What follows belongs to an exercise in optimizing a design on an open flow for small area, a short achievable clock period and few clock cycles per item; a production flow would make more cautious choices. Where RTL was checked, it was by simulation tests only, not by an equivalence proof against the original.

==> flow/design.v <==
`default_nettype none
module xtea (
    input  wire [31:0] a,
    input  wire [31:0] b,
    input  wire [31:0] k,
    input  wire        cin,
    output wire [31:0] y
);
  wire [31:0] s = (b << 4) ^ (b >> 5);
  wire [31:0] c1;
  xtea_prefix pf1 (.g(s & b), .p(s ^ b), .cin(1'b0), .c(c1));
  wire [31:0] f = s ^ b ^ c1;
  wire [31:0] gk = f ^ k;
  wire [31:0] c2;
  xtea_prefix pf2 (.g(a & gk), .p(a ^ gk), .cin(cin), .c(c2));
  assign y = a ^ gk ^ c2;
endmodule
module xtea_prefix (
    input  wire [31:0] g,
    input  wire [31:0] p,
    input  wire        cin,
    output wire [31:0] c
);
  wire [31:0] g0 = {g[31:1], g[0] | (p[0] & cin)};
  wire [31:0] g1 = g0 | (p & (g0 << 1));
  wire [31:0] p1 = p & {p[30:0], 1'b1};
  wire [31:0] g2 = g1 | (p1 & (g1 << 2));
  wire [31:0] p2 = p1 & {p1[29:0], 2'b11};
  wire [31:0] g3 = g2 | (p2 & (g2 << 4));
  wire [31:0] p3 = p2 & {p2[27:0], 4'hf};
  wire [31:0] g4 = g3 | (p3 & (g3 << 8));
  wire [31:0] p4 = p3 & {p3[23:0], 8'hff};
  wire [31:0] g5 = g4 | (p4 & (g4 << 16));
  assign c = {g5[30:0], cin};
endmodule
`default_nettype none
module xtea_cores (
    input wire clk,
    input wire rst_i,
    input wire valid_i,
    input wire en_i,
    input wire [63:0] data_a_i,
    input wire [63:0] data_b_i,
    input wire [127:0] key,
    input wire decrypt_i,
    output wire [63:0] result_a_o,
    output wire [63:0] result_b_o,
    output reg valid_o,
    output reg busy_o
);
  localparam [31:0] DELTA = 32'h9e3779b9;
  localparam [31:0] SUM32 = 32'hc6ef3720;
  reg [6:0] cnt;
  reg dec;
  reg swp;
  reg [31:0] k0, k1, k2, k3;
  reg [31:0] aa, ba, ab, bb;
  reg [31:0] kr, t;
  wire acc = (~busy_o | valid_o) & valid_i & en_i;
  wire last = dec ? (cnt == 7'd65) : (cnt == 7'd63);
  always @(posedge clk or posedge rst_i) begin
    if (rst_i) begin
      busy_o <= 1'b0;
      valid_o <= 1'b0;
      cnt <= 7'd0;
      dec <= 1'b0;
      swp <= 1'b0;
    end else begin
      if (acc) begin
        busy_o <= 1'b1;
        valid_o <= 1'b0;
        cnt <= 7'd0;
        dec <= decrypt_i;
        swp <= decrypt_i;
      end else begin
        if (valid_o) begin
          busy_o <= 1'b0;
          valid_o <= 1'b0;
        end else if (busy_o) begin
          valid_o <= last;
        end
        cnt <= cnt + 7'd1;
        swp <= dec & (cnt == 7'd64);
      end
    end
  end
  always @(posedge clk) begin
    if (acc) begin
      k0 <= key[127:96];
      k1 <= key[95:64];
      k2 <= key[63:32];
      k3 <= key[31:0];
    end
  end
  wire p = cnt[0] ^ dec;   
  wire [1:0] sel = cnt[0] ? t[1:0] : t[12:11];
  reg [31:0] ksel;
  always @(*) begin
    case (sel)
      2'd0: ksel = k0;
      2'd1: ksel = k1;
      2'd2: ksel = k2;
      default: ksel = k3;
    endcase
  end
  wire [31:0] sk = t + ksel;
  always @(posedge clk) begin
    if (acc) begin
      kr <= key[127:96];
      t  <= decrypt_i ? SUM32 : DELTA;
    end else begin
      kr <= sk ^ {32{dec}};
      if (p) t <= dec ? t - DELTA : t + DELTA;
    end
  end
  wire [31:0] na, nb;
  xtea step_a (.a(aa), .b(ba), .k(kr), .cin(dec), .y(na));
  xtea step_b (.a(ab), .b(bb), .k(kr), .cin(dec), .y(nb));
  always @(posedge clk) begin
    if (acc) begin
      aa <= data_a_i[63:32];
      ba <= data_a_i[31:0];
      ab <= data_b_i[63:32];
      bb <= data_b_i[31:0];
    end else begin
      aa <= ba;
      ba <= swp ? aa : na;
      ab <= bb;
      bb <= swp ? ab : nb;
    end
  end
  assign result_a_o = {aa, ba};
  assign result_b_o = {ab, bb};
endmodule
==> flow/config.mk <==
export PLATFORM = sky130hd
export DESIGN_NAME = xtea_cores
export DESIGN_NICKNAME = xtea_cores
export VERILOG_FILES = /design/flow/design.v
export SDC_FILE = /design/flow/constraint.sdc
export NUM_CORES = 4
export LEC_CHECK = 0
export CAP_MARGIN = 20
export CORE_MARGIN = 2
export CORE_UTILIZATION = 40
export SETUP_SLACK_MARGIN = 2.2
export SLEW_MARGIN = 20
==> flow/constraint.sdc <==
create_clock -name core_clock -period 7.0 [get_ports {clk}]
set_input_delay 1.4000 -clock core_clock [delete_from_list [all_inputs] [get_ports {clk}]]
set_output_delay 1.4000 -clock core_clock [all_outputs]
set_load 0.01 [all_outputs]
standard.sh (not shown) runs the stock make flow with config.mk's settings and CLKGATE_MAP_FILE= SYNTH_SCRIPT=/design/flow/synth_recipe.tcl, a recipe that flattens the netlist after the stock synthesis.
==> flow/flow/run.sh <==
#!/bin/bash
# Standard ORFS layout, but the port buffers are the smallest buffer cell and
# CTS uses smaller buffers and no dummy loads.
set -euo pipefail
export BUFFER_PORTS_ARGS="-buffer_cell sky130_fd_sc_hd__buf_1"
export CTS_ARGS="-sink_clustering_enable -repair_clock_nets -dont_use_dummy_load -buf_list {sky130_fd_sc_hd__clkbuf_4 sky130_fd_sc_hd__clkbuf_8}"
bash standard.sh > standard_make.log 2>&1
Change:
--- a/flow/design.v
+++ b/flow/design.v
@@ -6,32 +6,9 @@
     input  wire        cin,
     output wire [31:0] y
 );
-  wire [31:0] s = (b << 4) ^ (b >> 5);
-  wire [31:0] c1;
-  xtea_prefix pf1 (.g(s & b), .p(s ^ b), .cin(1'b0), .c(c1));
-  wire [31:0] f = s ^ b ^ c1;
-  wire [31:0] gk = f ^ k;
-  wire [31:0] c2;
-  xtea_prefix pf2 (.g(a & gk), .p(a ^ gk), .cin(cin), .c(c2));
-  assign y = a ^ gk ^ c2;
-endmodule
-module xtea_prefix (
-    input  wire [31:0] g,
-    input  wire [31:0] p,
-    input  wire        cin,
-    output wire [31:0] c
-);
-  wire [31:0] g0 = {g[31:1], g[0] | (p[0] & cin)};
-  wire [31:0] g1 = g0 | (p & (g0 << 1));
-  wire [31:0] p1 = p & {p[30:0], 1'b1};
-  wire [31:0] g2 = g1 | (p1 & (g1 << 2));
-  wire [31:0] p2 = p1 & {p1[29:0], 2'b11};
-  wire [31:0] g3 = g2 | (p2 & (g2 << 4));
-  wire [31:0] p3 = p2 & {p2[27:0], 4'hf};
-  wire [31:0] g4 = g3 | (p3 & (g3 << 8));
-  wire [31:0] p4 = p3 & {p3[23:0], 8'hff};
-  wire [31:0] g5 = g4 | (p4 & (g4 << 16));
-  assign c = {g5[30:0], cin};
+  wire [31:0] f = ((b << 4) ^ (b >> 5)) + b;
+  wire [32:0] s = {a, cin} + {f ^ k, cin};
+  assign y = s[32:1];
 endmodule
 `default_nettype none
 module xtea_cores (
=> The new run passed the timing, design-rule and antenna checks. Routed wire length came out lower by 6.6%. Maximum frequency came out higher by 7.4%. Global-route usage came out lower by 1.5 points. Setup slack improves by 0.35 ns. Area after synthesis came out lower by 1.3%. Hold slack is about the same. Core utilization came out lower by 0.49 points.
Testbench counts after the change, summed over its fixed seeds: cycles 25,346, items 768.
No functional check of the RTL was part of the first run of this note.

separate check: timing with driven ports:
The results above use ideal ports. As a check the final layouts listed here were re-extracted and re-timed, cells and wires unchanged. Step 1 assumes that a clkbuf_16 drives the clock port and a buf_2 every other input. Step 2 moves the port delays by t, midway between the first and last clock arrival at a register: inputs arrive t later, outputs are due t later. That takes back most of the time a late clock gives input paths. Slacks: no drivers / after step 1 / after step 2; pairs: no drivers / after step 1.
| run | t, ns | setup WS [ns] | clock arrival spread, ns |
|---|---|---|---|
| the first run | 0.700 | 1.882 / 1.882 / 1.882 | 0.071 / 0.071 |
| the second run | 0.689 | 2.234 / 2.234 / 2.234 | 0.094 / 0.094 |
After both steps setup and hold are still met in every run listed.
